What follows belongs to an exercise in optimizing a design on an open flow for a short achievable clock period and few clock cycles; a production flow would make more cautious choices. The RTL was checked by simulation tests, not by an equivalence proof against the original design. Power is estimated from default activity; no workload was simulated.

File: run.sh
#!/bin/bash
# synth_recipe.tcl (not shown) runs the flow's synth.tcl, then flattens the netlist and writes it again
# the make line also repeats each setting of config.mk as NAME=value (left out here)
make -C /OpenROAD-flow-scripts/flow DESIGN_CONFIG=/design/flow/config.mk WORK_HOME=/design/flow/orfs CLKGATE_MAP_FILE= SYNTH_SCRIPT=/design/flow/synth_recipe.tcl finish
File: config.mk
export PLATFORM = sky130hd
export DESIGN_NAME = ARM
export DESIGN_NICKNAME = ARM
export VERILOG_FILES = /design/flow/design.v
export SDC_FILE = /design/flow/constraint.sdc
export NUM_CORES = 4
export LEC_CHECK = 0
export ABC_CLOCK_PERIOD_IN_PS = 3000
export CAP_MARGIN = 20
export CORE_MARGIN = 2
export CORE_UTILIZATION = 40
export SETUP_SLACK_MARGIN = 5
export SLEW_MARGIN = 20
export TNS_END_PERCENT = 100
File: constraint.sdc
create_clock -name core_clock -period 11.0 [get_ports {clk}]
set_input_delay 2.2000 -clock core_clock [delete_from_list [all_inputs] [get_ports {clk}]]
set_output_delay 2.2000 -clock core_clock [all_outputs]
set_load 0.01 [all_outputs]
File: design.v
module ks_add #(parameter W = 32) (
    input  [W-1:0] a,
    input  [W-1:0] b,
    input          cin,
    output [W-1:0] s,
    output         cout
);
localparam LV = (W > 16) ? 5 : (W > 8) ? 4 : (W > 4) ? 3 : (W > 2) ? 2 : 1;
wire [W-1:0] p = a ^ b;
wire [W-1:0] g = a & b;
wire [W-1:0] gg [0:LV];
wire [W-1:0] pp [0:LV];
assign gg[0] = {g[W-1:1], g[0] | (p[0] & cin)};
assign pp[0] = p;
genvar l, i;
generate
    for (l = 0; l < LV; l = l + 1) begin : lvl
        for (i = 0; i < W; i = i + 1) begin : bit_
            if (i >= (1 << l)) begin : comb
                assign gg[l+1][i] = gg[l][i] | (pp[l][i] & gg[l][i - (1 << l)]);
                assign pp[l+1][i] = pp[l][i] & pp[l][i - (1 << l)];
            end else begin : pass
                assign gg[l+1][i] = gg[l][i];
                assign pp[l+1][i] = pp[l][i];
            end
        end
    end
endgenerate
assign s = p ^ {gg[LV][W-2:0], cin};
assign cout = gg[LV][W-1];
endmodule
module ARM(
    input clk,
    input rst,
    output [31:0] imem_addr,
    input [31:0] imem_data,
    output [31:0] dmem_addr,
    output [31:0] dmem_wdata,
    output dmem_we,
    input [31:0] dmem_rdata
);
reg [31:0] pc;
reg        d_valid;
reg [31:0] d_ins;
reg [31:0] d_a, d_m, d_d;        
reg        d_mh_a, d_mh_m, d_mh_d;  
reg        d_wh_a, d_wh_m, d_wh_d;  
reg [31:0] d_pc4;
reg [31:0] d_tgt;
reg        d_pred;
reg        e_valid;
reg [3:0]  e_cond;
reg        e_wb, e_setf, e_ld, e_st, e_b, e_pred;
reg [3:0]  e_op;         
reg [3:0]  e_rd;
reg [31:0] e_a, e_op2, e_sd;   
reg        e_fa, e_fb, e_fsd;  
reg [31:0] e_alt;
reg        m_wb, m_ld, m_st;
reg [3:0]  m_rd;
reg [31:0] m_res, m_sdata;
reg [31:0] w_q;          
reg [3:0]  flags;        
reg [31:0] regs [0:15];
wire [31:0] w_val = m_ld ? dmem_rdata : m_res;
assign dmem_addr  = m_res;
assign dmem_wdata = m_sdata;
assign dmem_we    = m_st;
wire c_n = flags[3], c_z = flags[2], c_c = flags[1], c_v = flags[0];
reg cond_pass;
always @(*) begin
    case (e_cond)
        4'h0: cond_pass = c_z;
        4'h1: cond_pass = !c_z;
        4'h2: cond_pass = c_c;
        4'h3: cond_pass = !c_c;
        4'h4: cond_pass = c_n;
        4'h5: cond_pass = !c_n;
        4'h6: cond_pass = c_v;
        4'h7: cond_pass = !c_v;
        4'h8: cond_pass = c_c && !c_z;
        4'h9: cond_pass = !c_c || c_z;
        4'hA: cond_pass = c_n == c_v;
        4'hB: cond_pass = c_n != c_v;
        4'hC: cond_pass = !c_z && (c_n == c_v);
        4'hD: cond_pass = c_z || (c_n != c_v);
        default: cond_pass = 1'b1;
    endcase
end
wire [31:0] op_a  = e_fa  ? m_res : e_a;
wire [31:0] op_b  = e_fb  ? m_res : e_op2;
wire [31:0] op_sd = e_fsd ? m_res : e_sd;
wire is_add = e_op == 4'b0100;
wire is_adc = e_op == 4'b0101;
wire is_sub = e_op == 4'b0010 || e_op == 4'b1010;
wire is_sbc = e_op == 4'b0110;
wire arith  = is_add || is_adc || is_sub || is_sbc;
wire inv_b  = is_sub || is_sbc;
wire cin    = is_sub ? 1'b1 : (is_adc ? c_c : 1'b0);
wire [31:0] b_in = inv_b ? ~op_b : op_b;
wire [32:0] sum;
ks_add #(32) alu_add (.a(op_a), .b(b_in), .cin(cin), .s(sum[31:0]), .cout(sum[32]));
wire sum33 = op_a[31] ^ b_in[31] ^ sum[32];
reg [31:0] lres;
always @(*) begin
    case (e_op)
        4'b1101: lres = op_b;
        4'b1111: lres = ~op_b;
        4'b0000, 4'b1000: lres = op_a & op_b;
        4'b1100: lres = op_a | op_b;
        4'b0001: lres = op_a ^ op_b;
        default: lres = op_a;
    endcase
end
wire [31:0] res = arith ? sum[31:0] : lres;
wire [31:0] zx = (op_a ^ b_in) ^ {op_a[30:0] | b_in[30:0], cin};
wire f_n = res[31];
wire f_z = arith ? (zx == 32'b0) : (lres == 32'b0);
wire f_c = arith && sum33 && !sum[31];
wire f_v = ((is_add || is_adc) && op_a[31] == op_b[31] && op_a[31] != sum[31]) ||
           ((is_sub || is_sbc) && op_a[31] != op_b[31] && op_a[31] != sum[31]);
wire e_go   = e_valid && cond_pass;
wire e_take = e_go && e_b;
wire mispredict = e_valid && e_b && (e_take != e_pred);
wire [3:0] i_cond = d_ins[31:28];
wire [1:0] i_mode = d_ins[27:26];
wire       i_I    = d_ins[25];
wire [3:0] i_op   = d_ins[24:21];
wire       i_S    = d_ins[20];
wire [3:0] i_rn   = d_ins[19:16];
wire [3:0] i_rd   = d_ins[15:12];
wire [3:0] i_rm   = d_ins[3:0];
wire       i_dp   = i_mode == 2'b00;
wire       i_mem  = i_mode == 2'b01 && i_op == 4'b0100;
wire       i_ld   = i_mem && i_S;
wire       i_st   = i_mem && !i_S;
wire       i_b    = i_mode == 2'b10 && !i_op[3];
wire       i_dpwb = i_op == 4'b1101 || i_op == 4'b1111 || i_op == 4'b0100 || i_op == 4'b0101 ||
                    i_op == 4'b0010 || i_op == 4'b0110 || i_op == 4'b0000 || i_op == 4'b1100 ||
                    i_op == 4'b0001;
wire       i_wb   = (i_dp && i_dpwb) || i_ld;
wire       i_setf = i_dp && i_S;
wire       i_use_n = i_mem || (i_dp && i_op != 4'b1101 && i_op != 4'b1111);
wire       i_use_m = i_dp && !i_I;
wire       i_use_d = i_st;
wire [31:0] imm8 = {24'b0, d_ins[7:0]};
wire [63:0] imm_dbl = {imm8, imm8} >> {d_ins[11:8], 1'b0};
wire [31:0] i_imm = i_mem ? {20'b0, d_ins[11:0]} : imm_dbl[31:0];
wire [31:0] id_a = d_mh_a ? w_val : (d_wh_a ? w_q : d_a);
wire [31:0] id_m = d_mh_m ? w_val : (d_wh_m ? w_q : d_m);
wire [31:0] id_d = d_mh_d ? w_val : (d_wh_d ? w_q : d_d);
wire       i_useimm = i_mem || i_I;
wire [4:0] i_shamt  = d_ins[11:7];
wire       i_shift  = i_dp && !i_I && !d_ins[4] && i_shamt != 5'd0;
wire [31:0] sh_in = d_mh_m ? m_res : (d_wh_m ? w_q : d_m);
wire [63:0] rm_dbl = {sh_in, sh_in} >> i_shamt;
reg [31:0] sh;
always @(*) begin
    case (d_ins[6:5])
        2'b00: sh = sh_in << i_shamt;
        2'b11: sh = rm_dbl[31:0];
        default: sh = sh_in >> i_shamt;
    endcase
end
wire [31:0] i_op2 = i_useimm ? i_imm : (i_shift ? sh : id_m);
wire e_hit_n = e_valid && e_wb && e_rd == i_rn;
wire e_hit_m = e_valid && e_wb && e_rd == i_rm;
wire e_hit_d = e_valid && e_wb && e_rd == i_rd;
wire stall = d_valid && ((e_ld && ((i_use_n && e_hit_n) || (i_use_m && e_hit_m) ||
                                   (i_use_d && e_hit_d))) ||
                         (i_shift && (e_hit_m || (m_ld && d_mh_m))));
wire e_wr = e_go && e_wb;
wire [31:0] pc4 = pc + 32'd4;
wire [31:0] f_ins = imem_data;
wire        f_b = f_ins[27:26] == 2'b10 && !f_ins[24];
wire [31:0] f_tgt;
ks_add #(32) tgt_add (.a(pc4), .b({{6{f_ins[23]}}, f_ins[23:0], 2'b00}), .cin(1'b0),
                      .s(f_tgt), .cout());
wire        f_pred = f_b && (f_ins[31:29] == 3'b111 || f_ins[23]);
wire [3:0]  f_rn = f_ins[19:16];
wire [3:0]  f_rd = f_ins[15:12];
wire [3:0]  f_rm = f_ins[3:0];
assign imem_addr = pc;
always @(posedge clk, posedge rst) begin
    if (rst) begin
        pc <= 32'b0;
    end else if (mispredict) begin
        pc <= e_alt;
    end else if (!stall) begin
        pc <= f_pred ? f_tgt : pc4;
    end
end
always @(posedge clk, posedge rst) begin
    if (rst) begin
        d_valid <= 1'b0;
        d_ins <= 32'b0;
        d_a <= 32'b0; d_m <= 32'b0; d_d <= 32'b0;
        d_mh_a <= 1'b0; d_mh_m <= 1'b0; d_mh_d <= 1'b0;
        d_wh_a <= 1'b0; d_wh_m <= 1'b0; d_wh_d <= 1'b0;
        d_pc4 <= 32'b0;
        d_tgt <= 32'b0;
        d_pred <= 1'b0;
    end else if (mispredict) begin
        d_valid <= 1'b0;
    end else if (stall) begin
        d_a <= id_a; d_m <= id_m; d_d <= id_d;
        d_mh_a <= e_wr && e_rd == i_rn;
        d_mh_m <= e_wr && e_rd == i_rm;
        d_mh_d <= e_wr && e_rd == i_rd;
        d_wh_a <= 1'b0; d_wh_m <= 1'b0; d_wh_d <= 1'b0;
    end else begin
        d_valid <= 1'b1;
        d_ins <= f_ins;
        d_a <= regs[f_rn]; d_m <= regs[f_rm]; d_d <= regs[f_rd];
        d_mh_a <= e_wr && e_rd == f_rn;
        d_mh_m <= e_wr && e_rd == f_rm;
        d_mh_d <= e_wr && e_rd == f_rd;
        d_wh_a <= m_wb && m_rd == f_rn;
        d_wh_m <= m_wb && m_rd == f_rm;
        d_wh_d <= m_wb && m_rd == f_rd;
        d_pc4 <= pc4;
        d_tgt <= f_tgt;
        d_pred <= f_pred;
    end
end
always @(posedge clk, posedge rst) begin
    if (rst) begin
        e_valid <= 1'b0;
        e_cond <= 4'b0;
        e_wb <= 1'b0; e_setf <= 1'b0; e_ld <= 1'b0; e_st <= 1'b0; e_b <= 1'b0; e_pred <= 1'b0;
        e_op <= 4'b0; e_rd <= 4'b0;
        e_a <= 32'b0; e_op2 <= 32'b0; e_sd <= 32'b0;
        e_fa <= 1'b0; e_fb <= 1'b0; e_fsd <= 1'b0;
        e_alt <= 32'b0;
    end else begin
        e_valid <= d_valid && !stall && !mispredict;
        e_cond <= i_cond;
        e_wb <= i_wb; e_setf <= i_setf; e_ld <= i_ld; e_st <= i_st; e_b <= i_b; e_pred <= d_pred;
        e_op <= i_op; e_rd <= i_rd;
        e_a <= id_a; e_op2 <= i_op2; e_sd <= id_d;
        e_fa <= e_hit_n && cond_pass;
        e_fb <= e_hit_m && cond_pass && !i_useimm;
        e_fsd <= e_hit_d && cond_pass;
        e_alt <= d_pred ? d_pc4 : d_tgt;
    end
end
always @(posedge clk, posedge rst) begin
    if (rst) begin
        m_wb <= 1'b0; m_ld <= 1'b0; m_st <= 1'b0;
        m_rd <= 4'b0; m_res <= 32'b0; m_sdata <= 32'b0;
    end else begin
        m_wb <= e_go && e_wb;
        m_ld <= e_go && e_ld;
        m_st <= e_go && e_st;
        m_rd <= e_rd;
        m_res <= res;
        m_sdata <= op_sd;
    end
end
always @(posedge clk, posedge rst) begin
    if (rst) begin
        w_q <= 32'b0;
    end else begin
        w_q <= w_val;
    end
end
always @(posedge clk, posedge rst) begin
    if (rst) begin
        flags <= 4'b0;
    end else if (e_go && e_setf) begin
        flags <= {f_n, f_z, f_c, f_v};
    end
end
integer i;
always @(posedge clk, posedge rst) begin
    if (rst) begin
        for (i = 0; i < 16; i = i + 1) regs[i] <= i;
    end else if (m_wb) begin
        regs[m_rd] <= w_val;
    end
end
endmodule
==> reports/metrics.yaml, run 1 <==
synth_sequential_area_ratio_pct: 41.66
synth.area.top_cells: "sky130_fd_sc_hd__dfrtp_1 (40%), sky130_fd_sc_hd__a22oi_1 (7.4%), sky130_fd_sc_hd__a21oi_1 (5.7%)"
worst_hold_path_type: "reg2reg"
power.ir.vdd_worst_mv: 0.1680
drtAntennaViolNets: 0
power.internal_w: 0.01106
post_synth_fa_ha_maj_area_fraction_pct: 3.347
row_count: 142
cts_post_setup_buffers_inserted: 0
grt_pass1_wl_mm: 391.5
yosys-mux-area-fraction_pct: 7.800
cts.root.buffer_cell: "sky130_fd_sc_hd__clkbuf_16"
route.vias.total: 58030
synth_top_family_by_area: "compound AO/OA/AOI/OAI gates"
comb_power_share_pct: 44.3
worst_ep_arrival_time_ns: 6.22
crit_required_ns: 11.66
grt_max_degree: 178
p_sw_w: 0.009239
fp.dieArea_um2: 153400
final.setup.tns_ns: 0
crit_type: "in2reg"
gp_congestion: 1.029
initial_utilization_pct: 40.18
worst_hold_startpoint: "d_pc4[1]"
placed_cells_incl_taps: 8638
critPathCaptureType: "flip-flop"
cts_repair_resize_count: 0
reg2reg_setup_slack_ns: 5.63
setup-violations-final: 0
synth_cells: 6883
clock_network_latency_to_the_later_pin_of_the_worst_skew_pair_ns: 0.79
total_clock_buffers_created_by_cts: 112
timing.critical_path.from_type: "primary input"
hold_buffers: 0
design.final.nets: 6961
worst_setup_hold_path_clk_slew_ns: 0.06
numPortBuffers: 162
timing.critical_path.fanout_max: 12
netlist-cell-type-count: 91
yosys.area_share.xor_xnor_pct: 3.170
maxClockFrequency_ghz: 0.1797
detail_route.wirelength_mm: 272.3
floorplan.die.width_um: 391.6
worst_slew_margin_rel_pct: 19.23
power_switching_share_pct: 45.51
final_layout_size_suffix_gt1_share_pct: 9.640
max-clock-path-buffers: 3
finalCriticalPeriod_ns: 5.565
status: "finished clean"
post_drt_wl_per_cell_um: 30.75
hold_ws_ns: 0.3724
grt.total_usage_pct: 34.76
detailedRoute.firstPassIterationCount: 11
min_to: "e_alt[1]"
synthesis.nets: 7108
power_density_nw_per_um2: 300.3
detailed_place.area_um2: 63740
share_clk_of_total_power_pct: 19.5
post-dp-hpwl_mm: 168.2
cpMaxStageDelayCell: "sky130_fd_sc_hd__clkdlybuf4s50_1"
path_cells: "clkdlybuf4s50_1 -> ha_1 -> fa_1 -> a21oi_1 -> o211ai_1 -> a221oi_2 -> o221ai_1 -> a2111oi_0 -> nor3_1 -> xor2_1 -> mux2_2"
worst_pin_slew_ns: 1.200
slew_violations: 0
number_of_antenna_violations_at_the_first_check_in_global_routing: 23
synth_area_um2: 60100
io_pins: 163
synth.ff_latch_count: 999
nFillCells: 14590
cap_violations: 0
synthesis_warning_total: 3
synth.top_cell.area_share_pct: 40.26
regToRegEndpoint: "flags[0]"
drc_violations_left: 0
top_reg_cell_synth: "sky130_fd_sc_hd__dfrtp_1"
synth_edf_count: 0
fin_cells: 8853
fin_total_pwr_w: 0.02030
initialDrtViolationCount: 9371
rr_startpoint: "e_fb"
vias_in_the_first_global_route: 54870
viasPerCell: 6.555
synthSimpleGateAreaFrac_pct: 13.57
period_share_pct: 50.59
p_seq_share_pct: 36.2
r2r_worst_path_depth: 14
timing_hold_violations_final: 0
async_flop_share_pct: 100.0
die_y_um: 391.6
power.leakage_nw: 26.80
unrepaired_setup_endpoints_after_global_routing: "no"
core_area_um2: 149600
syn_area_per_cell_um2: 8.732
hold_path_depth: 0
design_area_um2: 67600
areaGrowthSynthToFinish_pct: 12.47
tritoncts_num_sinks: 999
htreeDepth: 3
finalClockSkew_ns: 0.07020
synth_compound_area_share_pct: 25.38
cts_tree: "yes"
synthDominantAreaCellType: "sky130_fd_sc_hd__dfrtp_1"
grt_overflow_total: 0
max_stage_delay_ns: 0.76
per-layer routing:
layer	GRT usage (%)	wire [µm]
met1	45.16	106100
met2	50.53	113300
met3	12.24	34210
met4	18.54	18490
met5	0.2871	146
flip-flops by register name, summed over array words and instances, names as in the netlist, 30 cells and up:
signal	flops
w_q	32
e_alt	32
d_ins	32
m_sdata	32
d_m	32
e_a	32
regs	512
d_a	32
d_d	32
pc	32
m_res	32
e_sd	32
e_op2	32
d_tgt	30
d_pc4	32
power by group through the flow:
stage	combinational, W	sequential [W]	clock (W)
after floorplan	0.00577	0.00667	0
after global placement	0.00859	0.00723	0
after detailed placement	0.00872	0.00727	0
after CTS	0.00876	0.00722	0.00400
after global routing	0.00973	0.00749	0.00415
final	0.00899	0.00735	0.00396
worst max-delay path: cells and delay by family:
family	cells	cell delay (ns)
AO/OA/AOI/OAI	5	1.79
XOR/XNOR	1	0.17
adder cells (fa/ha/maj)	2	0.87
buffers and inverters	1	0.76
multiplexers	1	0.27
AND/OR/NAND/NOR	1	0.13
synthesized netlist by cell type, types with 7 or more instances:
cell type	instances
sky130_fd_sc_hd__nor2b_1	10
sky130_fd_sc_hd__buf_6	7
sky130_fd_sc_hd__o31ai_1	17
sky130_fd_sc_hd__ha_1	156
sky130_fd_sc_hd__nor3b_1	7
sky130_fd_sc_hd__nand2_1	807
sky130_fd_sc_hd__o32ai_1	26
sky130_fd_sc_hd__mux2i_1	241
sky130_fd_sc_hd__buf_2	60
sky130_fd_sc_hd__clkbuf_1	451
sky130_fd_sc_hd__xnor2_1	144
sky130_fd_sc_hd__o21ai_0	616
sky130_fd_sc_hd__mux4_2	45
sky130_fd_sc_hd__nand4_1	155
sky130_fd_sc_hd__nor3_1	48
sky130_fd_sc_hd__a221o_1	9
sky130_fd_sc_hd__o211ai_1	36
sky130_fd_sc_hd__o21a_1	14
sky130_fd_sc_hd__buf_4	7
sky130_fd_sc_hd__dfstp_2	32
sky130_fd_sc_hd__and3_1	19
sky130_fd_sc_hd__a31oi_1	15
sky130_fd_sc_hd__o221ai_1	7
sky130_fd_sc_hd__o22ai_1	140
sky130_fd_sc_hd__a21oi_1	681
sky130_fd_sc_hd__nand3_1	111
sky130_fd_sc_hd__nand2b_1	24
sky130_fd_sc_hd__a21o_1	28
sky130_fd_sc_hd__a221oi_1	79
sky130_fd_sc_hd__dfrtp_1	967
sky130_fd_sc_hd__mux2_2	107
sky130_fd_sc_hd__nor2_1	643
sky130_fd_sc_hd__nor4_1	21
sky130_fd_sc_hd__a22o_1	71
sky130_fd_sc_hd__inv_1	185
sky130_fd_sc_hd__a211oi_1	44
sky130_fd_sc_hd__o21bai_1	10
sky130_fd_sc_hd__or3_1	10
sky130_fd_sc_hd__xor2_1	71
sky130_fd_sc_hd__buf_1	58
sky130_fd_sc_hd__a22oi_1	591
layout make-up:
cell class	count	area, µm²	area share [%]
multi-input cells	5113	32540	48.14
flip-flops and latches	999	25060	37.07
clock buffers	160	3173	4.694
repair buffers	322	2898	4.287
well taps	2016	2522	3.732
inverters	188	714.4	1.057
clock inverters	44	658.1	0.9736
diodes	11	27.53	0.04072
kinds of logic after synthesis:
family / after synthesis
AO/OA/AOI/OAI: 2443
XOR/XNOR: 216
adder cells (fa/ha/maj): 159
buffers and inverters: 771
flip-flops: 999
multiplexers: 397
AND/OR/NAND/NOR: 1898
per-stage QoR:
stage / worst slack [ns] / utilization [%]
after floorplan: -4.938 / -
after global placement: 4.692 / 42.60
after detailed placement: 4.733 / 42.61
after CTS: 5.508 / 45.17
after global routing: 5.217 / 45.18
final: 5.435 / 45.18
cell usage in the layout (no fill, tap or decap), types with 20 or more instances in the layout:
cell and instances:
sky130_fd_sc_hd__dfrtp_1 951, sky130_fd_sc_hd__nand2_1 805, sky130_fd_sc_hd__a21oi_1 680, sky130_fd_sc_hd__o21ai_0 616
sky130_fd_sc_hd__nor2_1 606, sky130_fd_sc_hd__a22oi_1 591, sky130_fd_sc_hd__mux2i_1 227, sky130_fd_sc_hd__inv_1 181
sky130_fd_sc_hd__clkdlybuf4s50_1 162, sky130_fd_sc_hd__ha_1 156, sky130_fd_sc_hd__nand4_1 155, sky130_fd_sc_hd__buf_4 154
sky130_fd_sc_hd__xnor2_1 144, sky130_fd_sc_hd__o22ai_1 140, sky130_fd_sc_hd__clkbuf_16 112, sky130_fd_sc_hd__nand3_1 111
sky130_fd_sc_hd__mux2_2 107, sky130_fd_sc_hd__a221oi_1 79, sky130_fd_sc_hd__xor2_1 71, sky130_fd_sc_hd__a22o_1 71
sky130_fd_sc_hd__mux4_2 45, sky130_fd_sc_hd__a211oi_1 43, sky130_fd_sc_hd__nor2_4 36, sky130_fd_sc_hd__o211ai_1 36
sky130_fd_sc_hd__dfstp_2 32, sky130_fd_sc_hd__clkbuf_1 29, sky130_fd_sc_hd__nor3_1 28, sky130_fd_sc_hd__a21o_1 28
sky130_fd_sc_hd__o32ai_1 26, sky130_fd_sc_hd__nand2b_1 23, sky130_fd_sc_hd__clkinv_2 21, sky130_fd_sc_hd__nor3_2 20
worst max-delay path by stage:
stage	startpoint	end	slack, ns	depth (start not counted)
after floorplan	rst	d_a[0]	-4.94	1
after global placement	imem_data[0]	pc[28]	4.69	12
after detailed placement	imem_data[0]	d_tgt[28]	4.73	11
after CTS	imem_data[0]	d_tgt[28]	5.51	11
after global routing	imem_data[0]	pc[28]	5.22	12
final	imem_data[0]	d_tgt[28]	5.43	11
Testbench counts, summed over its fixed seeds: cycles 79,639.
==> inputs of run 2 (changes only) <==
--- a/design.v
+++ b/design.v
@@ -48,3 +48,2 @@
 reg [31:0] d_pc4;
-reg [31:0] d_tgt;
 reg        d_pred;
@@ -148,2 +147,5 @@
 wire [31:0] i_imm = i_mem ? {20'b0, d_ins[11:0]} : imm_dbl[31:0];
+wire [31:0] i_tgt;
+ks_add #(32) id_tgt_add (.a(d_pc4), .b({{6{d_ins[23]}}, d_ins[23:0], 2'b00}), .cin(1'b0),
+                         .s(i_tgt), .cout());
 wire [31:0] id_a = d_mh_a ? w_val : (d_wh_a ? w_q : d_a);
@@ -200,3 +202,2 @@
         d_pc4 <= 32'b0;
-        d_tgt <= 32'b0;
         d_pred <= 1'b0;
@@ -221,3 +222,2 @@
         d_pc4 <= pc4;
-        d_tgt <= f_tgt;
         d_pred <= f_pred;
@@ -243,3 +243,3 @@
         e_fsd <= e_hit_d && cond_pass;
-        e_alt <= d_pred ? d_pc4 : d_tgt;
+        e_alt <= d_pred ? d_pc4 : i_tgt;
     end
==> flow/run.sh (new file) <==
#!/bin/bash
# The standard layout (the standard.sh), with timing repair aiming for
# setup slack well beyond the 11 ns clock so that the achieved period shrinks.
set -uo pipefail
bash standard.sh SETUP_SLACK_MARGIN=7.5 finish > standard_flow.log 2>&1
==> standard.sh (new file) <==
#!/bin/bash
# synth_recipe.tcl (not shown) runs the flow's synth.tcl, then flattens the netlist and writes it again
# the make line also repeats each setting of config.mk as NAME=value (left out here)
make -C /OpenROAD-flow-scripts/flow DESIGN_CONFIG=/design/flow/config.mk WORK_HOME=/design/flow/orfs CLKGATE_MAP_FILE= SYNTH_SCRIPT=/design/flow/synth_recipe.tcl "${@:-finish}"
--- a/config.mk
+++ b/config.mk
@@ -11,3 +11,2 @@
 export CORE_UTILIZATION = 40
-export SETUP_SLACK_MARGIN = 5
 export SLEW_MARGIN = 20
removed: run.sh
==> run 2 against run 1 <==
Final area grew 18%. Die area down 0.30%. Wire length is 18% higher. Clock skew grew 0.0024 ns. Global-route usage is 1.5 points higher. Synthesized cell count rose by 0.61%. Clock power is 4% lower. Flip-flop and latch count fell by 30. Maximum frequency is 31% higher. Combinational power is 13% higher. Critical path depth rose by 3. Sequential share of layout area fell by 6.4 points. Largest cell class unchanged. Largest power group unchanged.
==> reports/metrics.yaml, run 2 <==
power.internal_w: 0.01137  # +2.8%
timing.critical_path.fanout_max: 2  # -10
drtAntennaViolNets: 0  # unchanged
tritoncts_num_sinks: 969  # -3.0%
drc_violations_left: 0  # unchanged
post-dp-hpwl_mm: 162.8  # -3.2%
synth.top_cell.area_share_pct: 39.13  # -1.1 points
grt.total_usage_pct: 36.21  # +1.5 points
power_switching_share_pct: 44.91  # -0.60 points
timing.critical_path.from_type: "primary input"
yosys.area_share.xor_xnor_pct: 3.493  # +0.32 points
finalClockSkew_ns: 0.07261  # +0.002404 ns
design.final.nets: 7591  # +9.1%
finalCriticalPeriod_ns: 4.261  # -1.304 ns
path_cells: "buf_12 -> ha_4 -> fa_2 -> a21oi_2 -> o21ai_2 -> a21oi_2 -> o211ai_1 -> buf_4 -> o31ai_4 -> o21bai_4 -> nand3_2 -> mux2_4 -> o311a_1 -> o31ai_1"
period_share_pct: 38.74  # -12 points
grt_pass1_wl_mm: 407.2  # +4.0%
registers.top_by_ff_count: "regs"
final_layout_size_suffix_gt1_share_pct: 26.55  # +17 points
slew_violations: 0  # unchanged
row_count: 142  # unchanged
netlist-cell-type-count: 78  # -14%
grt_overflow_total: 0  # unchanged
yosys-mux-area-fraction_pct: 7.943  # +0.14 points
initial_utilization_pct: 40.15  # about the same
worst_slew_margin_rel_pct: 15.64  # -3.6 points
p_seq_share_pct: 31.9  # -4.3 points
htreeDepth: 3  # unchanged
synth_compound_area_share_pct: 25.66  # +0.28 points
initialDrtViolationCount: 11120  # +19%
grt_max_degree: 156  # -12%
max_stage_delay_ns: 0.36  # -0.40 ns
unrepaired_setup_endpoints_after_global_routing: "yes"
fp.dieArea_um2: 152900  # -0.30%
critPathCaptureType: "flip-flop"
worst_hold_path_type: "reg2reg"
synth.ff_latch_count: 969  # -3.0%
cpMaxStageDelayCell: "sky130_fd_sc_hd__fa_2"
viasPerCell: 6.856  # +4.6%
status: "finished clean"
clock_network_latency_to_the_later_pin_of_the_worst_skew_pair_ns: 0.79  # about the same
total_clock_buffers_created_by_cts: 106  # -5.4%
crit_top_cell: "sky130_fd_sc_hd__a21oi_2"
synth_cells: 6925  # +0.61%
cap_violations: 0  # unchanged
post-place-ws_ns: 4.857  # +0.1238 ns
reg2reg_setup_slack_ns: 6.92  # +1.29 ns
numPortBuffers: 162  # unchanged
p_sw_w: 0.009270  # +0.34%
async_flop_share_pct: 100.0  # unchanged
share_clk_of_total_power_pct: 18.4  # -1.1 points
top_reg_cell_synth: "sky130_fd_sc_hd__dfrtp_1"
mostFrequentLayoutCells: "sky130_fd_sc_hd__dfrtp_1 (866), sky130_fd_sc_hd__nand2_1 (675), sky130_fd_sc_hd__a21oi_1 (646), sky130_fd_sc_hd__nor2_1 (599), sky130_fd_sc_hd__a22oi_1 (523)"
fin_total_pwr_w: 0.02064  # +1.7%
crit_required_ns: 11.63  # -0.03 ns
max-clock-path-buffers: 3  # unchanged
yosysMostFrequentCell: "sky130_fd_sc_hd__dfrtp_1"
synthSimpleGateAreaFrac_pct: 13.44  # -0.13 points
power.ir.vdd_worst_mv: 0.1409  # -16%
detail_route.wirelength_mm: 320.6  # +18%
synthesis.nets: 7180  # +1.0%
detailed_place.area_um2: 63910  # +0.27%
power.leakage_nw: 32.05  # +20%
post-route-util_pct: 53.35  # +8.2 points
syn_area_per_cell_um2: 8.653  # -0.91%
design_area_um2: 79610  # +18%
number_of_antenna_violations_at_the_first_check_in_global_routing: 36  # +57%
cts_tree: "yes"
setup-violations-final: 0  # unchanged
worst_setup_hold_path_clk_slew_ns: 0.06  # about the same
hold_ws_ns: 0.3748  # +0.002443 ns
die_y_um: 391.1  # -0.15%
detailedRoute.firstPassIterationCount: 17  # +6
synthTopCellsByCount: "sky130_fd_sc_hd__dfrtp_1 (937), sky130_fd_sc_hd__nand2_1 (726), sky130_fd_sc_hd__a21oi_1 (708), sky130_fd_sc_hd__nor2_1 (643), sky130_fd_sc_hd__o21ai_0 (582)"
worst_ep_arrival_time_ns: 4.89  # -1.33 ns
synthesis_warning_total: 3  # unchanged
synth_top_family_by_area: "compound AO/OA/AOI/OAI gates"
route.vias.total: 64420  # +11%
core_area_um2: 149200  # -0.24%
synth_edf_count: 0  # unchanged
timing_hold_violations_final: 0  # unchanged
power_density_nw_per_um2: 259.3  # -14%
synth_sequential_area_ratio_pct: 40.53  # -1.1 points
layout_commonest_cell: "sky130_fd_sc_hd__dfrtp_1"
io_pins: 163  # unchanged
worst_pin_slew_ns: 1.252  # +0.05169 ns
vias_in_the_first_global_route: 56980  # +3.8%
synth.area.top_cells: "sky130_fd_sc_hd__dfrtp_1 (39%), sky130_fd_sc_hd__a22oi_1 (7.3%), sky130_fd_sc_hd__a21oi_1 (5.9%)"
crit_type: "in2reg"
maxClockFrequency_ghz: 0.2347  # +31%
fin_ws_ns: 6.739  # +1.304 ns
cts.root.buffer_cell: "sky130_fd_sc_hd__clkbuf_16"
gp_congestion: 0.9878  # -4.0%
largest_register_ffs: 512  # unchanged
synth_area_um2: 59920  # -0.30%
synthDominantAreaCellType: "sky130_fd_sc_hd__dfrtp_1"
areaGrowthSynthToFinish_pct: 32.86
comb_power_share_pct: 49.6  # +5.3 points
post_drt_wl_per_cell_um: 34.11  # +11%
floorplan.die.width_um: 391.1  # -0.15%
post_synth_fa_ha_maj_area_fraction_pct: 3.996  # +0.65 points
run 2: area by class of cell:
| class | count | area (µm²) |
|---|---|---|
| clock buffer | 150 | 3062 |
| clock inverter | 46 | 566.8 |
| timing repair buffer | 883 | 10380 |
| multi-input combinational | 5193 | 38020 |
| sequential | 969 | 24390 |
| fill | 13110 | 69630 |
| tap | 1944 | 2432 |
| antenna | 29 | 72.57 |
| inverter | 183 | 698.2 |
run 2: critical path: cells and delay by family:
| kind | cells | cell delay [ns] |
|---|---|---|
| buffers and inverters | 2 | 0.27 |
| and+or+nand+nor | 1 | 0.09 |
| muxes | 1 | 0.30 |
| adders and majority gates | 2 | 0.52 |
| AOI/OAI and AO/OA | 8 | 1.49 |
run 2: path summary, 6_finish.rpt:
check	cells after the start	to	from
max	14	pc[28]	imem_data[0]
min	0	e_cond[3]	d_ins[31]
max reg2reg	18	pc[31]	pc[2]
min reg2reg	0	e_cond[3]	d_ins[31]
max in group asynchronous	4	regs[8][3]	rst
min in group asynchronous	2	m_sdata[12]	rst
run 2: timing repair:
item,4_1_cts,5_1_grt
endpoints found under the setup margin,655,697
resized for setup,1175,744
pin swaps,123,426
buffers inserted,221,275
cloned,21,57
hold endpoints to repair,0,0
hold buffers,0,0
run 2: cells by family (layout without fill, tap and decap cells):
| kind of cell | count (synthesis) | after routing |
|---|---|---|
| mux | 432 | 432 |
| compound gates | 2470 | 2470 |
| other cells | 0 | 29 |
| flops | 969 | 969 |
| buf+inv | 767 | 1262 |
| xor+xnor | 239 | 239 |
| simple gates | 1859 | 1863 |
| fa+ha+maj | 189 | 189 |
run 2: power by group through the flow:
stage	logic, W	registers, W	clock network (W)
after global routing	0.0108	0.00669	0.00395
final	0.0102	0.00659	0.00381
after CTS	0.00877	0.00635	0.00381
after floorplan	0.00513	0.00600	0
after detailed placement	0.00755	0.00656	0
after global placement	0.00745	0.00654	0
run 2: stage by stage:
step,setup TNS [ns],cells
after floorplan,-4256.33,6925
after global placement,0,8597
after detailed placement,0,8598
after CTS,0,9036
after global routing,0,9373
final,0,9397
run 2: metal layers:
metal  global-route usage [%]  wire length, µm  vias to the layer above
met2                    52.49           129400                     5323
met4                    22.32            31020                       32
li1                         -                -                    26120
met1                    46.66           114200                    31040
met3                    11.65            45470                     1908
met5                   0.6380              440                        -
Testbench counts of run 2, summed over its fixed seeds: cycles 79,639.
==> inputs of run 3 (changes only) <==
--- a/design.v
+++ b/design.v
@@ -52,3 +52,7 @@
 reg        e_wb, e_setf, e_ld, e_st, e_b, e_pred;
-reg [3:0]  e_op;         
+reg        e_arith;      
+reg        e_invb;       
+reg        e_cin1;       
+reg        e_cinc;       
+reg        e_land, e_lor, e_leor, e_lmov, e_lmvn, e_lrn;   
 reg [3:0]  e_rd;
@@ -57,2 +61,4 @@
 reg [31:0] e_alt;
+reg        e_zk;         
+reg        e_eq;         
 reg        m_wb, m_ld, m_st;
@@ -89,12 +95,6 @@
 wire [31:0] op_a  = e_fa  ? m_res : e_a;
-wire [31:0] op_b  = e_fb  ? m_res : e_op2;
+wire [31:0] b_in  = e_fb  ? (m_res ^ {32{e_invb}}) : e_op2;
 wire [31:0] op_sd = e_fsd ? m_res : e_sd;
-wire is_add = e_op == 4'b0100;
-wire is_adc = e_op == 4'b0101;
-wire is_sub = e_op == 4'b0010 || e_op == 4'b1010;
-wire is_sbc = e_op == 4'b0110;
-wire arith  = is_add || is_adc || is_sub || is_sbc;
-wire inv_b  = is_sub || is_sbc;
-wire cin    = is_sub ? 1'b1 : (is_adc ? c_c : 1'b0);
-wire [31:0] b_in = inv_b ? ~op_b : op_b;
+wire arith  = e_arith;
+wire cin    = e_cin1 || (e_cinc && c_c);
 wire [32:0] sum;
@@ -102,13 +102,5 @@
 wire sum33 = op_a[31] ^ b_in[31] ^ sum[32];
-reg [31:0] lres;
-always @(*) begin
-    case (e_op)
-        4'b1101: lres = op_b;
-        4'b1111: lres = ~op_b;
-        4'b0000, 4'b1000: lres = op_a & op_b;
-        4'b1100: lres = op_a | op_b;
-        4'b0001: lres = op_a ^ op_b;
-        default: lres = op_a;
-    endcase
-end
+wire [31:0] lres = ({32{e_lmov}} & b_in) | ({32{e_lmvn}} & ~b_in) |
+                   ({32{e_land}} & (op_a & b_in)) | ({32{e_lor}} & (op_a | b_in)) |
+                   ({32{e_leor}} & (op_a ^ b_in)) | ({32{e_lrn}} & op_a);
 wire [31:0] res = arith ? sum[31:0] : lres;
@@ -118,5 +110,30 @@
 wire f_c = arith && sum33 && !sum[31];
-wire f_v = ((is_add || is_adc) && op_a[31] == op_b[31] && op_a[31] != sum[31]) ||
-           ((is_sub || is_sbc) && op_a[31] != op_b[31] && op_a[31] != sum[31]);
+wire f_v = arith && op_a[31] == b_in[31] && op_a[31] != sum[31];
 wire e_go   = e_valid && cond_pass;
+wire e_setsf = e_valid && e_setf;
+wire nz = (e_setsf && cond_pass) ? e_eq : c_z;
+reg id_cond;
+always @(*) begin
+    case (d_ins[31:28])
+        4'h0: id_cond = nz;
+        4'h1: id_cond = !nz;
+        4'h2: id_cond = c_c;
+        4'h3: id_cond = !c_c;
+        4'h4: id_cond = c_n;
+        4'h5: id_cond = !c_n;
+        4'h6: id_cond = c_v;
+        4'h7: id_cond = !c_v;
+        4'h8: id_cond = c_c && !c_z;
+        4'h9: id_cond = !c_c || c_z;
+        4'hA: id_cond = c_n == c_v;
+        4'hB: id_cond = c_n != c_v;
+        4'hC: id_cond = !c_z && (c_n == c_v);
+        4'hD: id_cond = c_z || (c_n != c_v);
+        default: id_cond = 1'b1;
+    endcase
+end
+wire id_known = !e_setsf || (d_ins[31:29] == 3'b000 && e_zk);
+wire id_isb   = d_valid && d_ins[27:26] == 2'b10 && !d_ins[24];
+wire id_redirect = id_isb && id_known && (id_cond != d_pred);
+wire id_pred = (id_isb && id_known) ? id_cond : d_pred;
 wire e_take = e_go && e_b;
@@ -167,2 +184,6 @@
 wire [31:0] i_op2 = i_useimm ? i_imm : (i_shift ? sh : id_m);
+wire i_cin1  = i_op == 4'b0010 || i_op == 4'b1010;
+wire [31:0] id_a_nold = d_mh_a ? m_res : (d_wh_a ? w_q : d_a);
+wire i_invb  = i_cin1 || i_op == 4'b0110;
+wire i_arith = i_invb || i_op == 4'b0100 || i_op == 4'b0101;
 wire e_hit_n = e_valid && e_wb && e_rd == i_rn;
@@ -185,2 +206,5 @@
 assign imem_addr = pc;
+wire [31:0] pc_seq = f_pred ? f_tgt : pc4;
+wire [31:0] pc_alt = mispredict ? e_alt : (id_redirect ? (d_pred ? d_pc4 : i_tgt) : pc);
+wire        pc_use_alt = mispredict || id_redirect || stall;
 always @(posedge clk, posedge rst) begin
@@ -188,6 +212,4 @@
         pc <= 32'b0;
-    end else if (mispredict) begin
-        pc <= e_alt;
-    end else if (!stall) begin
-        pc <= f_pred ? f_tgt : pc4;
+    end else begin
+        pc <= pc_use_alt ? pc_alt : pc_seq;
     end
@@ -197,2 +219,10 @@
         d_valid <= 1'b0;
+    end else if (mispredict || id_redirect) begin
+        d_valid <= 1'b0;
+    end else if (!stall) begin
+        d_valid <= 1'b1;
+    end
+end
+always @(posedge clk, posedge rst) begin
+    if (rst) begin
         d_ins <= 32'b0;
@@ -203,4 +233,2 @@
         d_pred <= 1'b0;
-    end else if (mispredict) begin
-        d_valid <= 1'b0;
     end else if (stall) begin
@@ -212,3 +240,2 @@
     end else begin
-        d_valid <= 1'b1;
         d_ins <= f_ins;
@@ -230,3 +257,5 @@
         e_wb <= 1'b0; e_setf <= 1'b0; e_ld <= 1'b0; e_st <= 1'b0; e_b <= 1'b0; e_pred <= 1'b0;
-        e_op <= 4'b0; e_rd <= 4'b0;
+        e_arith <= 1'b0; e_invb <= 1'b0; e_cin1 <= 1'b0; e_cinc <= 1'b0;
+        e_land <= 1'b0; e_lor <= 1'b0; e_leor <= 1'b0; e_lmov <= 1'b0; e_lmvn <= 1'b0; e_lrn <= 1'b0;
+        e_rd <= 4'b0;
         e_a <= 32'b0; e_op2 <= 32'b0; e_sd <= 32'b0;
@@ -234,2 +263,3 @@
         e_alt <= 32'b0;
+        e_zk <= 1'b0; e_eq <= 1'b0;
     end else begin
@@ -237,5 +267,13 @@
         e_cond <= i_cond;
-        e_wb <= i_wb; e_setf <= i_setf; e_ld <= i_ld; e_st <= i_st; e_b <= i_b; e_pred <= d_pred;
-        e_op <= i_op; e_rd <= i_rd;
-        e_a <= id_a; e_op2 <= i_op2; e_sd <= id_d;
+        e_wb <= i_wb; e_setf <= i_setf; e_ld <= i_ld; e_st <= i_st; e_b <= i_b; e_pred <= id_pred;
+        e_arith <= i_arith; e_invb <= i_invb; e_cin1 <= i_cin1; e_cinc <= i_op == 4'b0101;
+        e_land <= i_op == 4'b0000 || i_op == 4'b1000;
+        e_lor  <= i_op == 4'b1100;
+        e_leor <= i_op == 4'b0001;
+        e_lmov <= i_op == 4'b1101;
+        e_lmvn <= i_op == 4'b1111;
+        e_lrn  <= !i_arith && i_op != 4'b0000 && i_op != 4'b1000 && i_op != 4'b1100 &&
+                  i_op != 4'b0001 && i_op != 4'b1101 && i_op != 4'b1111;
+        e_rd <= i_rd;
+        e_a <= id_a; e_op2 <= i_op2 ^ {32{i_invb}}; e_sd <= id_d;
         e_fa <= e_hit_n && cond_pass;
@@ -244,2 +282,4 @@
         e_alt <= d_pred ? d_pc4 : i_tgt;
+        e_zk <= i_dp && i_I && i_cin1 && !(d_mh_a && m_ld) && !e_hit_n;
+        e_eq <= id_a_nold == i_imm;
     end
==> run 3 against run 2 <==
Still clean. Combinational power is 35% lower. Clock power about the same. Non-clock buffer count shrank 191. Flip-flop and latch count is 8 higher. Final area decreased by 4.0%. Die area up 1.1%. Synthesized area up 1.1%. Total power down 24%. Register-to-register slack worse by 0.05 ns. Via count shrank 2.5%. Critical path type is now reg2reg. Critical endpoint is now pc[31].
==> reports/metrics.yaml, run 3 <==
status: "finished clean"
maxClockFrequency_ghz: 0.2422  # +3.2%
mostFrequentLayoutCells: "sky130_fd_sc_hd__dfrtp_1 (863), sky130_fd_sc_hd__a21oi_1 (748), sky130_fd_sc_hd__nor2_1 (680), sky130_fd_sc_hd__nand2_1 (548), sky130_fd_sc_hd__a22oi_1 (526)"
core_area_um2: 150100  # +0.60%
timing.critical_path.fanout_max: 4  # +2
post-dp-hpwl_mm: 174.4  # +7.1%
share_clk_of_total_power_pct: 24.3  # +5.9 points
worst_hold_path_type: "reg2reg"
synthesis_warning_total: 3  # unchanged
grt_overflow_total: 0  # unchanged
finalClockSkew_ns: 0.09146  # +0.01885 ns
top_reg_cell_synth: "sky130_fd_sc_hd__dfrtp_1"
period_share_pct: 37.54  # -1.2 points
layout_commonest_cell: "sky130_fd_sc_hd__dfrtp_1"
timing.critical_path.from_type: "flip-flop"
detail_route.wirelength_mm: 307.4  # -4.1%
fin_total_pwr_w: 0.01577  # -24%
netlist-cell-type-count: 96  # +23%
synth_area_um2: 60590  # +1.1%
timing_hold_violations_final: 0  # unchanged
hold_ws_ns: 0.4006  # +0.02579 ns
comb_power_share_pct: 42.3  # -7.3 points
synth_edf_count: 0  # unchanged
detailedRoute.firstPassIterationCount: 14  # -3
synthesis.nets: 7114  # -0.92%
floorplan.die.width_um: 393.2  # +0.55%
p_seq_share_pct: 33.4  # +1.5 points
post_drt_wl_per_cell_um: 33.36  # -2.2%
die_y_um: 393.2  # +0.55%
synth.top_cell.area_share_pct: 39.03  # -0.098 points
slew_violations: 0  # unchanged
unrepaired_setup_endpoints_after_global_routing: "yes"
yosysMostFrequentCell: "sky130_fd_sc_hd__dfrtp_1"
tritoncts_num_sinks: 977  # +0.83%
p_sw_w: 0.006451  # -30%
cts_tree: "yes"
route.vias.total: 62790  # -2.5%
htreeDepth: 3  # unchanged
cts.root.buffer_cell: "sky130_fd_sc_hd__clkbuf_16"
worst_ep_arrival_time_ns: 4.77  # -0.12 ns
syn_area_per_cell_um2: 8.763  # +1.3%
drtAntennaViolNets: 0  # unchanged
power_switching_share_pct: 40.90  # -4.0 points
initial_utilization_pct: 40.36  # +0.20 points
power.ir.vdd_worst_mv: 0.1460  # +3.6%
initialDrtViolationCount: 10820  # -2.8%
number_of_antenna_violations_at_the_first_check_in_global_routing: 12  # -67%
crit_type: "reg2reg"
row_count: 142  # unchanged
registers.top_by_ff_count: "regs"
synthTopCellsByCount: "sky130_fd_sc_hd__dfrtp_1 (945), sky130_fd_sc_hd__a21oi_1 (817), sky130_fd_sc_hd__nor2_1 (734), sky130_fd_sc_hd__nand2_1 (565), sky130_fd_sc_hd__a22oi_1 (552)"
final_layout_size_suffix_gt1_share_pct: 24.83  # -1.7 points
numPortBuffers: 162  # unchanged
areaGrowthSynthToFinish_pct: 26.13
worst_setup_hold_path_clk_slew_ns: 0.06  # about the same
fp.dieArea_um2: 154600  # +1.1%
viasPerCell: 6.813  # -0.63%
placed_cells_incl_taps: 8631  # +0.38%
grt.total_usage_pct: 37.48  # +1.3 points
finalCriticalPeriod_ns: 4.129  # -0.1323 ns
post-route-util_pct: 50.90  # -2.4 points
crit_required_ns: 11.64  # about the same
max-clock-path-buffers: 3  # unchanged
synthDominantAreaCellType: "sky130_fd_sc_hd__dfrtp_1"
worst_slew_margin_rel_pct: 15.50  # -0.14 points
io_pins: 163  # unchanged
vias_in_the_first_global_route: 57870  # +1.6%
final.setup.tns_ns: 0  # unchanged
grt_pass1_wl_mm: 421.5  # +3.5%
power.internal_w: 0.009320  # -18%
total_clock_buffers_created_by_cts: 106  # unchanged
power_density_nw_per_um2: 206.4  # -20%
synth.area.top_cells: "sky130_fd_sc_hd__dfrtp_1 (39%), sky130_fd_sc_hd__a22oi_1 (6.8%), sky130_fd_sc_hd__a21oi_1 (6.7%)"
worst_pin_slew_ns: 1.267  # +0.01533 ns
drc_violations_left: 0  # unchanged
grt_max_degree: 162  # +3.8%
synth_sequential_area_ratio_pct: 40.42  # -0.11 points
power.leakage_nw: 30.08  # -6.2%
gp_congestion: 1.031  # +4.4%
largest_register_ffs: 512  # unchanged
synth_cells: 6914  # -0.16%
synth.ff_latch_count: 977  # +0.83%
setup-violations-final: 0  # unchanged
cap_violations: 0  # unchanged
fin_cells: 9217  # -1.9%
async_flop_share_pct: 100.0  # unchanged
critPathCaptureType: "flip-flop"
clock_network_latency_to_the_later_pin_of_the_worst_skew_pair_ns: 0.79  # about the same
design.final.nets: 7304  # -3.8%
[run 3: layout make-up]
| class | instances | area (µm²) |
|---|---|---|
| fillers | 13610 | 73720 |
| multi-input cells | 5139 | 37430 |
| flip-flops and latches | 977 | 24620 |
| repair buffers | 692 | 7418 |
| clock buffers | 148 | 3030 |
| well taps | 2016 | 2522 |
| inverters | 188 | 726.9 |
| clock inverters | 49 | 649.4 |
| diodes | 8 | 20.02 |
[run 3: layer usage]
| metal | vias up | track usage, % | share of wire, % | routed length, µm |
|---|---|---|---|---|
| li1 | 25810 | - | - | - |
| met3 | 1569 | 15.78 | 15 | 44780 |
| met1 | 30330 | 46.65 | 36 | 112100 |
| met2 | 5065 | 53.56 | 41 | 125600 |
| met4 | 20 | 22.77 | 7.9 | 24370 |
| met5 | - | 1.212 | 0.18 | 552 |
[run 3: cells by family after synthesis]
| group | Yosys count | synth area share, % |
|---|---|---|
| compound gates | 2465 | 25.97 |
| fa+ha+maj | 134 | 2.817 |
| simple gates | 1912 | 14.15 |
| flops | 977 | 40.42 |
| mux | 371 | 7.831 |
| xor+xnor | 249 | 3.612 |
| buf+inv | 806 | 5.202 |
[run 3: metrics by stage]
stage                     worst slack (ns)  instance area, µm²
final                                6.871               76420
after global routing                 6.706               76400
after CTS                            6.943               72520
after detailed placement             4.852               64400
after global placement               4.910               64400
after floorplan                     -4.630               61040
[run 3: final timing paths]
kind	from	to	slack (ns)	cells after the start
max	pc[9]	pc[31]	6.87	17
min	d_pc4[1]	e_alt[1]	0.40	0
max reg2reg	pc[9]	pc[31]	6.87	17
min reg2reg	d_pc4[1]	e_alt[1]	0.40	0
max in group asynchronous	rst	d_ins[3]	7.61	4
min in group asynchronous	rst	regs[11][31]	1.87	2
[run 3: repair_timing]
action                     in CTS  in global routing
gates resized for setup      1208                470
pin swaps                     119                251
hold buffers                    0                  0
cloned                         15                 24
setup buffers                 201                140
setup endpoints to repair     946                648
[run 3: critical path: stages, from the launching register on]
cell,delay (ns)
sky130_fd_sc_hd__dfrtp_2,0.39
sky130_fd_sc_hd__and4_4,0.22
sky130_fd_sc_hd__nand4_1,0.19
sky130_fd_sc_hd__buf_4,0.23
sky130_fd_sc_hd__nor3_1,0.32
sky130_fd_sc_hd__xor2_2,0.45
sky130_fd_sc_hd__ha_4,0.30
sky130_fd_sc_hd__and3_4,0.17
sky130_fd_sc_hd__and3_4,0.17
sky130_fd_sc_hd__o22ai_4,0.17
sky130_fd_sc_hd__o21ai_2,0.10
sky130_fd_sc_hd__o21ai_2,0.14
sky130_fd_sc_hd__buf_6,0.15
sky130_fd_sc_hd__a21oi_4,0.08
sky130_fd_sc_hd__o41ai_4,0.25
sky130_fd_sc_hd__mux2i_1,0.26
sky130_fd_sc_hd__xnor2_1,0.09
sky130_fd_sc_hd__a221o_1,0.34
[run 3: power groups by stage]
stage | sequential [W] | combinational, W | clock [W]
detailed placement | 0.00541 | 0.00489 | 0
CTS | 0.00519 | 0.00588 | 0.00384
floorplan | 0.00505 | 0.00322 | 0
finish | 0.00528 | 0.00667 | 0.00383
global route | 0.00533 | 0.00700 | 0.00398
global placement | 0.00540 | 0.00483 | 0
Testbench counts of run 3, summed over its fixed seeds: cycles 78,028.
==> inputs of run 4 (changes only) <==
--- a/design.v
+++ b/design.v
@@ -199,4 +199,5 @@
 wire [31:0] f_tgt;
-ks_add #(32) tgt_add (.a(pc4), .b({{6{f_ins[23]}}, f_ins[23:0], 2'b00}), .cin(1'b0),
-                      .s(f_tgt), .cout());
+ks_add #(30) tgt_add (.a(pc[31:2]), .b({{6{f_ins[23]}}, f_ins[23:0]}), .cin(1'b1),
+                      .s(f_tgt[31:2]), .cout());
+assign f_tgt[1:0] = pc[1:0];
 wire        f_pred = f_b && (f_ins[31:29] == 3'b111 || f_ins[23]);
==> run 4 against run 3 <==
Still clean. Final area is 2.4% lower. Maximum frequency increased by 0.23%. Worst setup slack better by 0.0096 ns. Synthesized area is 0.54% higher. Count of clock-buffer cells in the layout is 1 higher. Critical path type is now in2reg.
==> reports/metrics.yaml, run 4 <==
status: "finished clean"
gp_congestion: 1.009  # -2.2%
cts.root.buffer_cell: "sky130_fd_sc_hd__clkbuf_16"
p_sw_w: 0.006378  # -1.1%
initial_utilization_pct: 40.20  # -0.16 points
p_seq_share_pct: 33.8  # +0.4 points
detailed_place.area_um2: 64760  # +0.56%
regToRegEndpoint: "flags[1]"
synthDominantAreaCellType: "sky130_fd_sc_hd__dfrtp_1"
worst_hold_startpoint: "d_pc4[0]"
crit_required_ns: 11.63  # about the same
detailedRoute.firstPassIterationCount: 12  # -2
synth_edf_count: 0  # unchanged
finalClockSkew_ns: 0.08115  # -0.01031 ns
initialDrtViolationCount: 9661  # -11%
power.leakage_nw: 29.35  # -2.4%
number_of_antenna_violations_at_the_first_check_in_global_routing: 16  # +4
synth.area.top_cells: "sky130_fd_sc_hd__dfrtp_1 (39%), sky130_fd_sc_hd__a22oi_1 (7.0%), sky130_fd_sc_hd__a21oi_1 (6.8%)"
synthesis_warning_total: 4  # +1
crit_type: "in2reg"
yosysMostFrequentCell: "sky130_fd_sc_hd__dfrtp_1"
power_switching_share_pct: 40.48  # -0.43 points
numPortBuffers: 162  # unchanged
worst_setup_hold_path_clk_slew_ns: 0.07  # about the same
registers.top_by_ff_count: "regs"
finalCriticalPeriod_ns: 4.120  # -0.009620 ns
row_count: 143  # +0.70%
synth_sequential_area_ratio_pct: 40.20  # -0.22 points
post_drt_wl_per_cell_um: 32.30  # -3.2%
tritoncts_num_sinks: 977  # unchanged
netlist-cell-type-count: 93  # -3.1%
cts_tree: "yes"
areaGrowthSynthToFinish_pct: 22.49
critPathCaptureType: "flip-flop"
timing_hold_violations_final: 0  # unchanged
drtAntennaViolNets: 0  # unchanged
rr_startpoint: "e_invb"
hold_path_depth: 0  # unchanged
worst_pin_slew_ns: 1.092  # -0.1753 ns
unrepaired_setup_endpoints_after_global_routing: "yes"
design_area_um2: 74610  # -2.4%
power.ir.vdd_worst_mv: 0.1530  # +4.8%
layout_commonest_cell: "sky130_fd_sc_hd__dfrtp_1"
top_reg_cell_synth: "sky130_fd_sc_hd__dfrtp_1"
core_area_um2: 151500  # +0.94%
htreeDepth: 3  # unchanged
slew_violations: 0  # unchanged
share_clk_of_total_power_pct: 25.3  # +1.0 points
timing.critical_path.from_type: "primary input"
grt_overflow_total: 0  # unchanged
reg2reg_setup_slack_ns: 7.04  # +0.17 ns
power.internal_w: 0.009379  # +0.63%
io_pins: 163  # unchanged
total_clock_buffers_created_by_cts: 109  # +2.8%
route.vias.total: 61980  # -1.3%
worst_hold_path_type: "reg2reg"
fin_ws_ns: 6.880  # +0.009620 ns
grt_pass1_wl_mm: 420.9  # -0.13%
synthesis.nets: 7192  # +1.1%
vias_in_the_first_global_route: 58220  # +0.60%
clock_network_latency_to_the_later_pin_of_the_worst_skew_pair_ns: 0.79  # about the same
setup-violations-final: 0  # unchanged
drc_violations_left: 0  # unchanged
cap_violations: 0  # unchanged
post-dp-hpwl_mm: 174.5  # about the same
detail_route.wirelength_mm: 297.1  # -3.4%
largest_register_ffs: 512  # unchanged
viasPerCell: 6.737  # -1.1%
max-clock-path-buffers: 3  # unchanged
die_y_um: 394.2  # +0.27%
worst_ep_arrival_time_ns: 4.75  # -0.02 ns
floorplan.die.width_um: 394.2  # +0.27%
comb_power_share_pct: 40.9  # -1.4 points
hold_buffers: 0  # unchanged
async_flop_share_pct: 100.0  # unchanged
grt.total_usage_pct: 36.57  # -0.91 points
worst_slew_margin_rel_pct: 27.19  # +12 points
final_layout_size_suffix_gt1_share_pct: 21.82  # -3.0 points
maxClockFrequency_ghz: 0.2427  # +0.23%
synth_cells: 6999  # +1.2%
fp.dieArea_um2: 155400  # +0.54%
min_to: "e_alt[0]"
period_share_pct: 37.45  # -0.087 points
synth.top_cell.area_share_pct: 38.82  # -0.21 points
synth_area_um2: 60910  # +0.54%
post-place-ws_ns: 4.784  # -0.06778 ns
grt_max_degree: 152  # -6.2%
syn_area_per_cell_um2: 8.703  # -0.68%
design.final.nets: 7263  # -0.56%
synth.ff_latch_count: 977  # unchanged
mostFrequentLayoutCells: "sky130_fd_sc_hd__dfrtp_1 (861), sky130_fd_sc_hd__a21oi_1 (783), sky130_fd_sc_hd__nor2_1 (667), sky130_fd_sc_hd__a22oi_1 (559), sky130_fd_sc_hd__nand2_1 (545)"
timing.critical_path.fanout_max: 3  # -1
synthTopCellsByCount: "sky130_fd_sc_hd__dfrtp_1 (945), sky130_fd_sc_hd__a21oi_1 (826), sky130_fd_sc_hd__nor2_1 (716), sky130_fd_sc_hd__a22oi_1 (565), sky130_fd_sc_hd__nand2_1 (564)"
r2r_worst_path_depth: 16  # -1
power_density_nw_per_um2: 211.2  # +2.3%
## run 4: changes by cell type in the layout (fill, tap and decap cells not counted), moves of 28 or more
cell and change:
sky130_fd_sc_hd__buf_4 -53, sky130_fd_sc_hd__a21oi_1 +35, sky130_fd_sc_hd__a22oi_1 +33, sky130_fd_sc_hd__inv_1 +28
sky130_fd_sc_hd__nand3_1 +32, sky130_fd_sc_hd__a222oi_1 +29
## run 4: cell type report
class,instances,area [µm²]
fillers,13990,76930
repair buffers,577,5743
clock inverters,55,777.0
flip-flops and latches,977,24620
inverters,210,833.3
well taps,2030,2540
diodes,6,15.01
multi-input cells,5195,36980
clock buffers,149,3102
## run 4: worst max-delay path by stage
stage | startpoint | to | slack [ns]
after floorplan | rst | d_a[0] | -4.63
after global placement | imem_data[17] | pc[26] | 4.75
after detailed placement | imem_data[17] | pc[26] | 4.78
after CTS | imem_data[0] | pc[30] | 6.86
after global routing | imem_data[0] | pc[14] | 6.76
final | imem_data[0] | pc[14] | 6.88
## run 4: power groups by stage
stage	Clock [W]	Combinational (W)	Sequential, W
after detailed placement	0	0.00489	0.00550
after CTS	0.00401	0.00578	0.00527
final	0.00399	0.00644	0.00533
after floorplan	0	0.00325	0.00511
after global routing	0.00415	0.00682	0.00539
after global placement	0	0.00483	0.00549
## run 4: kinds of logic (layout without fill, tap and decap cells)
family,count (synthesis),in the layout,synth area share [%]
multiplexers,384,397,8.013
XOR/XNOR,254,254,3.652
buffers and inverters,842,991,5.390
adder cells (fa/ha/maj),127,127,2.658
other,0,6,0
AO/OA/AOI/OAI,2471,2471,25.68
AND/OR/NAND/NOR,1944,1946,14.41
flip-flops,977,977,40.20
## run 4: through the flow
| step | setup TNS [ns] | total power (W) | utilization, % | hold WS [ns] | cells |
|---|---|---|---|---|---|
| after floorplan | -4400.75 | 0.008360 | - | 0.3519 | 6999 |
| final | 0 | 0.01576 | 49.24 | 0.4027 | 9199 |
| after detailed placement | 0 | 0.01039 | 42.73 | 0.3885 | 8727 |
| after global routing | 0 | 0.01636 | 49.23 | 0.4231 | 9193 |
| after CTS | 0 | 0.01506 | 47.57 | 0.3955 | 9089 |
| after global placement | 0 | 0.01032 | 42.73 | 0.3792 | 8727 |
## run 4: what timing repair did
action,CTS,global route
resized for setup,1095,357
setup endpoints to repair,667,802
pin swaps,90,145
gates cloned,17,11
setup buffers,141,93
## run 4: metal layers
| metal | GRT usage [%] | vias to the layer above | wire length [µm] | part of all wire, % |
|---|---|---|---|---|
| met4 | 19.86 | 20 | 20550 | 6.9 |
| met3 | 14.08 | 1353 | 40860 | 14 |
| met1 | 46.98 | 30020 | 111800 | 38 |
| li1 | - | 25890 | - | - |
| met2 | 52.77 | 4693 | 123500 | 42 |
| met5 | 0 | - | 393 | 0.13 |
## run 4: worst max-delay path: stages
cell and delay [ns]:
sky130_fd_sc_hd__buf_12 0.11, sky130_fd_sc_hd__clkinv_8 0.04, sky130_fd_sc_hd__ha_4 0.12, sky130_fd_sc_hd__inv_2 0.04, sky130_fd_sc_hd__fa_2 0.35, sky130_fd_sc_hd__a211oi_2 0.25, sky130_fd_sc_hd__o21ai_2 0.09, sky130_fd_sc_hd__buf_4 0.13
sky130_fd_sc_hd__o211ai_1 0.15, sky130_fd_sc_hd__nand3_1 0.14, sky130_fd_sc_hd__a21o_1 0.21, sky130_fd_sc_hd__a21o_1 0.19, sky130_fd_sc_hd__a211oi_2 0.24, sky130_fd_sc_hd__o31ai_2 0.10, sky130_fd_sc_hd__a221oi_1 0.30, sky130_fd_sc_hd__nor3_1 0.10
Testbench counts of run 4, summed over its fixed seeds: cycles 78,028.
==> inputs of run 5 (changes only) <==
--- a/design.v
+++ b/design.v
@@ -191,5 +191,6 @@
 wire e_hit_d = e_valid && e_wb && e_rd == i_rd;
-wire stall = d_valid && ((e_ld && ((i_use_n && e_hit_n) || (i_use_m && e_hit_m) ||
-                                   (i_use_d && e_hit_d))) ||
-                         (i_shift && (e_hit_m || (m_ld && d_mh_m))));
+wire stall = d_valid && ((cond_pass && ((e_ld && ((i_use_n && e_hit_n) || (i_use_m && e_hit_m) ||
+                                                  (i_use_d && e_hit_d))) ||
+                                        (i_shift && e_hit_m))) ||
+                         (i_shift && m_ld && d_mh_m));
 wire e_wr = e_go && e_wb;
==> run 5 against run 4 <==
Still clean. Utilization is 1.9 points higher. Maximum frequency rose by 1.8%. Clock power down 4%. Sequential power grew 3%. Global-route usage is 1.6 points higher. Combinational power grew 0.6%. Flip-flop and latch count unchanged. Synthesized cell count shrank 2.1%. Cell count decreased by 0.15%. Worst hold slack worse by 0.0068 ns. Die area shrank 0.84%. Highest routed layer unchanged.
==> reports/metrics.yaml, run 5 <==
detailedRoute.firstPassIterationCount: 13  # +1
worst_hold_path_type: "reg2reg"
io_pins: 163  # unchanged
netlist-cell-type-count: 102  # +9.7%
synth.area.top_cells: "sky130_fd_sc_hd__dfrtp_1 (39%), sky130_fd_sc_hd__a21oi_1 (6.1%), sky130_fd_sc_hd__a22oi_1 (5.7%)"
syn_area_per_cell_um2: 8.819  # +1.3%
design.final.nets: 7260  # -0.041%
synthesis_warning_total: 4  # unchanged
critPathCaptureType: "flip-flop"
numPortBuffers: 162  # unchanged
final.setup.tns_ns: 0  # unchanged
status: "finished clean"
synth_cells: 6849  # -2.1%
grt_pass1_wl_mm: 427.1  # +1.5%
finalCriticalPeriod_ns: 4.046  # -0.07404 ns
regToRegEndpoint: "flags[1]"
async_flop_share_pct: 100.0  # unchanged
hold_path_depth: 0  # unchanged
hold_buffers: 0  # unchanged
largest_register_ffs: 512  # unchanged
die_y_um: 392.6  # -0.42%
hold_ws_ns: 0.3959  # -0.006755 ns
rr_startpoint: "e_fb"
use_met1_pct: 48.24  # +1.3 points
cts_tree: "yes"
fin_total_pwr_w: 0.01582  # +0.41%
floorplan.die.width_um: 392.6  # -0.42%
total_clock_buffers_created_by_cts: 107  # -1.8%
worst_setup_hold_path_clk_slew_ns: 0.06  # about the same
grt.total_usage_pct: 38.13  # +1.6 points
route.vias.total: 62970  # +1.6%
timing.critical_path.from_type: "primary input"
r2r_worst_path_depth: 15  # -1
cts.root.buffer_cell: "sky130_fd_sc_hd__clkbuf_16"
reg2reg_setup_slack_ns: 7.26  # +0.22 ns
synth.top_cell.area_share_pct: 39.15  # +0.33 points
grt_overflow_total: 0  # unchanged
grt-busiest-layer: "met2"
tritoncts_num_sinks: 977  # unchanged
synth.ff_latch_count: 977  # unchanged
post-route-util_pct: 51.10  # +1.9 points
synth_edf_count: 0  # unchanged
core_area_um2: 150000  # -1.1%
cap_violations: 0  # unchanged
final_layout_size_suffix_gt1_share_pct: 24.15  # +2.3 points
top_reg_cell_synth: "sky130_fd_sc_hd__dfrtp_1"
worst_ep_arrival_time_ns: 4.68  # -0.07 ns
crit_required_ns: 11.64  # about the same
groute.layer.met3.usage_pct: 14.96  # +0.88 points
run 5: cell count changes in the layout (fill, tap and decap cells not counted), moves of 31 or more:
cell | before | now
sky130_fd_sc_hd__a22oi_1 | 559 | 443
sky130_fd_sc_hd__a21oi_1 | 783 | 695
sky130_fd_sc_hd__a22o_1 | 63 | 130
sky130_fd_sc_hd__buf_4 | 279 | 339
sky130_fd_sc_hd__a221oi_1 | 69 | 125
sky130_fd_sc_hd__inv_1 | 193 | 150
sky130_fd_sc_hd__nand4_1 | 167 | 127
sky130_fd_sc_hd__mux2i_1 | 137 | 173
sky130_fd_sc_hd__a221oi_2 | 5 | 39
sky130_fd_sc_hd__nand3_1 | 138 | 104
sky130_fd_sc_hd__a222oi_1 | 32 | 0
sky130_fd_sc_hd__buf_12 | 29 | 60
run 5: what timing repair did:
item / in CTS / in global routing
gates cloned: 27 / 18
pin swaps: 137 / 189
buffers inserted: 225 / 113
endpoints found under the setup margin: 799 / 659
gates resized for setup: 1216 / 444
run 5: cell type report:
cell class	count	area (µm²)
fillers	13710	73330
clock buffers	146	3057
clock inverters	54	658.1
well taps	2016	2522
diodes	11	27.53
repair buffers	707	7779
flip-flops and latches	977	24610
inverters	173	670.6
multi-input cells	5101	37300
run 5: cell families after synthesis:
family | Yosys count | synth area share (%)
buffers and inverters | 783 | 5.100
muxes | 401 | 8.081
AOI/OAI and AO/OA | 2407 | 25.74
adders and majority gates | 127 | 2.681
and+or+nand+nor | 1895 | 14.10
DFF | 977 | 40.55
xor gates and xnor gates | 259 | 3.756
run 5: how the worst max path moves through the flow:
stage / to / slack (ns)
global route: pc[16] / 6.87
finish: pc[28] / 6.95
detailed placement: pc[30] / 5.01
floorplan: d_a[0] / -4.63
global placement: pc[30] / 4.99
CTS: pc[28] / 6.95
run 5: power breakdown:
part	internal [W]	total, W	switching [W]	leakage (nW)
registers	0.00448	0.00549	0.00101	10.2
logic	0.00270	0.00648	0.00378	18.3
clock network	0.00219	0.00385	0.00166	1.80
run 5: routing by layer:
metal  part of all wire (%)  wire length (µm)
met3                     15             45870
met4                    8.0             24790
met5                   0.28               851
met1                     36            112200
met2                     41            125400
run 5: critical path, stage by stage:
cell                              delay [ns]
sky130_fd_sc_hd__clkdlybuf4s50_1        0.52
sky130_fd_sc_hd__ha_4                   0.37
sky130_fd_sc_hd__o21a_1                 0.16
sky130_fd_sc_hd__o2111ai_1              0.13
sky130_fd_sc_hd__a21o_4                 0.24
sky130_fd_sc_hd__a311oi_4               0.28
sky130_fd_sc_hd__a31oi_1                0.16
sky130_fd_sc_hd__xor2_1                 0.20
sky130_fd_sc_hd__o31ai_1                0.10
sky130_fd_sc_hd__a221o_1                0.31
run 5: per-stage QoR:
step | setup slack [ns] | cells
3_3_place_gp | 4.989 | 8591
2_1_floorplan | -4.630 | 6849
3_5_place_dp | 5.013 | 8591
5_1_grt | 6.866 | 9174
4_1_cts | 6.951 | 9043
6_report | 6.954 | 9185
Testbench counts of run 5, summed over its fixed seeds: cycles 77,837.

==> port drivers added, routing unchanged <==
No port has a modelled driver above. Below, the same layouts with a new extraction and two added sets of constraints.
Step 1: set_driving_cell puts a clkbuf_16 on clk and a buf_2 on each other input, an assumption about the parent block.
Step 2 adds t to the input delays and takes it off the output delays; t is the mean of the earliest and latest rising clock arrival at the registers after step 1. Input paths then give back, and output paths get back, about the clock's delay inside the block.
a / b / c = no drivers / after step 1 / after step 2; a / b = the first two.
run | t, ns | slack for setup (ns) | hold WS [ns] | worst register clock-pin slew, ns
run 1 | 0.845 | 5.435 / 5.454 / 4.609 | 0.372 / 0.372 / 0.372 | 0.07 / 0.07
run 2 | 0.831 | 6.739 / 6.745 / 5.914 | 0.375 / 0.375 / 0.375 | 0.07 / 0.07
run 3 | 0.832 | 6.871 / 6.871 / 6.048 | 0.401 / 0.401 / 0.401 | 0.08 / 0.08
run 4 | 0.835 | 6.880 / 6.907 / 6.073 | 0.403 / 0.403 / 0.403 | 0.07 / 0.07
run 5 | 0.823 | 6.954 / 6.977 / 6.155 | 0.396 / 0.396 / 0.396 | 0.07 / 0.07
After both steps setup and hold are still met in every run listed. For run 1, which loses most, drivers alone change the setup slack by +0.019 ns; drivers and shift together by -0.826 ns.
